What follows belongs to an exercise in optimizing a design on an open flow for small area, a short achievable clock period and few clock cycles per item; a production flow would make more cautious choices. In this exercise RTL edits were held to simulation tests only and were not proved equivalent to the original. Power and IR drop assume default switching activity.

main:
## ECC_ENC_DEC
module ECC_ENC_DEC
#(
parameter DATA_WIDTH = 32,
parameter AMBA_ADDR_WIDTH = 20,
parameter AMBA_WORD = 32
)
(
input wire clk,
input wire rst,
input wire [AMBA_ADDR_WIDTH-1:0] PADDR,
input wire [AMBA_WORD-1:0] PWDATA,
input wire PENABLE,
           PSEL,
           PWRITE,
output reg [AMBA_WORD-1:0] PRDATA,
output reg [DATA_WIDTH-1:0] data_out,
output reg operation_done,
output reg [1:0] num_of_errors
);
Size in the first run: about 1100 cells after synthesis, about 220 flip-flops, about 12000 um^2 of cells after synthesis.
Settings: LEC_CHECK=0, CAP_MARGIN=20, CORE_MARGIN=2, CORE_UTILIZATION=40, CTS_CLUSTER_DIAMETER=100, CTS_CLUSTER_SIZE=25, SETUP_SLACK_MARGIN=2.95, SLEW_MARGIN=20; clock period 5.0 ns.
standard.sh (not shown) runs the stock make flow with config.mk's settings and CLKGATE_MAP_FILE= SYNTH_SCRIPT=/design/flow/synth_recipe.tcl, a recipe that flattens the netlist after the stock synthesis.
==> flow/flow/run.sh <==
#!/bin/bash
# The standard layout (standard.sh), with two changes to the cells it may use:
#  - the port buffers are buf_1 cells instead of the delay cell buffer_ports picks by default;
#  - the 3-input XOR/XNOR cells are added to the platform's don't-use list, so that
#    synthesis and repair build the parity trees from 2-input XOR/XNOR cells.
set -euo pipefail
export BUFFER_PORTS_ARGS="-buffer_cell sky130_fd_sc_hd__buf_1"
DU=$(make -s -C "$FLOW_HOME" DESIGN_CONFIG="$PWD/config.mk" WORK_HOME="$PWD/orfs" print-DONT_USE_CELLS 2> print.log | sed -n 's/^DONT_USE_CELLS: //p')
[ -n "$DU" ]
DU="$DU sky130_fd_sc_hd__xnor3_1 sky130_fd_sc_hd__xnor3_2 sky130_fd_sc_hd__xnor3_4 sky130_fd_sc_hd__xor3_1 sky130_fd_sc_hd__xor3_2 sky130_fd_sc_hd__xor3_4"
echo "DONT_USE_CELLS=$DU" > dont_use.txt
bash standard.sh DONT_USE_CELLS="$DU" finish > standard.log 2>&1
Testbench counts of main, summed over its fixed seeds: cycles 12,384, ops 1,920.
Edits applied to the flow inputs when going from main to the feature branch:
# main
export LEC_CHECK = 0
export CAP_MARGIN = 20
export CORE_MARGIN = 2
export CORE_UTILIZATION = 40
export CTS_CLUSTER_DIAMETER = 100
export CTS_CLUSTER_SIZE = 25
export SETUP_SLACK_MARGIN = 2.95
export SLEW_MARGIN = 20
create_clock -name core_clock -period 5.0 [get_ports {clk}]
# the feature branch
export LEC_CHECK = 0
export CAP_MARGIN = 20
export CORE_MARGIN = 2
export CORE_UTILIZATION = 40
export CTS_CLUSTER_DIAMETER = 100
export CTS_CLUSTER_SIZE = 25
export SETUP_SLACK_MARGIN = 3.0
export SLEW_MARGIN = 20
create_clock -name core_clock -period 5.0 [get_ports {clk}]
==> flow/flow/run.sh <==
#!/bin/bash
# The standard layout (standard.sh), with the port buffers made from buf_1 cells
# instead of the delay cell that buffer_ports picks by default.
set -euo pipefail
export BUFFER_PORTS_ARGS="-buffer_cell sky130_fd_sc_hd__buf_1"
bash standard.sh > standard.log 2>&1
### Flow results
In the feature branch, the total global-route track usage came out 0.95 points above the value in main.
The feature branch vs. main: clock latency at the later pin of the worst-skew pair roughly the same, number of nets in the layout now sits higher.
The feature branch closes out successfully: all stages finished, all timing, DRC and antenna checks passed.
main: PASS, flow complete, no timing, DRC or antenna violations
Non-clock buffer count (the feature branch vs. main) increases by more than half
Number of cells on the worst hold path came out exactly the same in the feature branch and main.
Worst hold slack across the feature branch and main: no real change.
Most common cell after layout, fill and taps aside: sky130_fd_sc_hd__mux2_2 -> the feature branch, sky130_fd_sc_hd__xnor2_1 -> main
In the reports for the feature branch and main, the smaller final area belongs to main.
From main to the feature branch the numbers moved as follows: post-route met1 wirelength climbed about 9%, combinational share of power saw an increase, sequential share of layout area went down, number of rows in the core area increased by 1.6% relative to the old numbers.

========
ECC_ENC_DEC, a different RTL version from the one above (not shown whole).
For scale: about 120 I/O pins, ~12000 µm² of cells after synthesis.
clock: 5.0 ns
lec_check: 0
cap_margin: 20
core_margin: 2
core_utilization: 40
cts_cluster_diameter: 100
cts_cluster_size: 25
setup_slack_margin: 2.7
slew_margin: 20
==> flow/flow/run.sh <==
#!/bin/bash
# The standard layout (standard.sh), with the port buffers made from buf_1 cells
# instead of the delay cell that buffer_ports picks by default.
set -euo pipefail
export BUFFER_PORTS_ARGS="-buffer_cell sky130_fd_sc_hd__buf_1"
bash standard.sh > standard.log 2>&1
Testbench counts at the start, summed over its fixed seeds: cycles 12,384, ops 1,920.
==> next run, changes <==
Settings changed: SETUP_SLACK_MARGIN 2.7 to 2.8.
=>
- setup slack gets better by 0.13 ns
- power drops by 0.43%
- synthesized cell count stays the same
- register-to-register slack gets better by 0.13 ns
- final area hardly moves
- combinational power stays flat
- clock power drops by about 5%
- die area does not change
- non-clock buffer count drops by 1
- routed wire length drops by about 2.5%
- via count barely changes
==> next run, changes <==
==> flow/flow/run.sh (replaced) <==
#!/bin/bash
# The standard layout (standard.sh), with two changes to the cells it may use:
#  - the port buffers are buf_1 cells instead of the delay cell buffer_ports picks by default;
#  - the 3-input XOR/XNOR cells are added to the platform's don't-use list, so that
#    synthesis and repair build the parity trees from 2-input XOR/XNOR cells.
set -euo pipefail
export BUFFER_PORTS_ARGS="-buffer_cell sky130_fd_sc_hd__buf_1"
DU=$(make -s -C "$FLOW_HOME" DESIGN_CONFIG="$PWD/config.mk" WORK_HOME="$PWD/orfs" print-DONT_USE_CELLS 2> print.log | sed -n 's/^DONT_USE_CELLS: //p')
[ -n "$DU" ]
DU="$DU sky130_fd_sc_hd__xnor3_1 sky130_fd_sc_hd__xnor3_2 sky130_fd_sc_hd__xnor3_4 sky130_fd_sc_hd__xor3_1 sky130_fd_sc_hd__xor3_2 sky130_fd_sc_hd__xor3_4"
echo "DONT_USE_CELLS=$DU" > dont_use.txt
bash standard.sh DONT_USE_CELLS="$DU" finish > standard.log 2>&1
Settings changed: SETUP_SLACK_MARGIN 2.8 to 2.9.
Outcome: The new run passed the timing, DRC and antenna checks; setup slack improves by 0.074 ns; synthesized cell count increases by 0.88%; final area is lower by 0.37%.
==> next run, changes <==
==> flow/flow/run.sh (replaced) <==
#!/bin/bash
# The standard layout (standard.sh), with the port buffers made from buf_1 cells
# instead of the delay cell that buffer_ports picks by default.
set -euo pipefail
export BUFFER_PORTS_ARGS="-buffer_cell sky130_fd_sc_hd__buf_1"
bash standard.sh > standard.log 2>&1
Settings changed: SETUP_SLACK_MARGIN 2.9 to 3.0.
Effect: Register-to-register slack gets better by 0.05 ns; cell area is higher by 8.6%; die area is higher by 1.3%; global-route usage hardly moves; total power is higher by 6.7%; setup slack gets better by 0.053 ns.

## static timing again, ports no longer ideal
No port has a modelled driver above. Below, the same layouts with a new extraction and two added sets of constraints.
Step 1: set_driving_cell puts a clkbuf_16 on clk and a buf_2 on each other input, an assumption about the parent block.
Step 2 moves the port delays by t, midway between the first and last clock arrival at a register: inputs arrive t later, outputs are due t later. That takes back most of the time a late clock gives input paths.
Slacks: ideal / step 1 / step 2; pairs: ideal / step 1.
run | t (ns) | setup WS [ns] | worst register clock-pin slew, ns | worst slew at a driven data input, ns | cell pins on the clock port's net
main | 0.534 | 3.006 / 2.970 / 2.647 | 0.11 / 0.11 | 0.05 | 1
the feature branch | 0.532 | 2.817 / 2.817 / 2.620 | 0.10 / 0.10 | 0.06 | 1
the first run of note 2 | 0.531 | 2.744 / 2.744 / 2.368 | 0.10 / 0.10 | 0.05 | 1
the second run of note 2 | 0.534 | 2.876 / 2.876 / 2.402 | 0.11 / 0.11 | 0.05 | 1
the third run of note 2 | 0.532 | 2.949 / 2.949 / 2.446 | 0.11 / 0.11 | 0.06 | 1
the fourth run of note 2 | 0.528 | 3.003 / 2.990 / 2.517 | 0.10 / 0.10 | 0.05 | 1
After both steps every run listed still meets setup and hold. For the third run of note 2, which loses most, drivers alone change the setup slack by 0.000 ns; drivers and shift together by -0.503 ns.
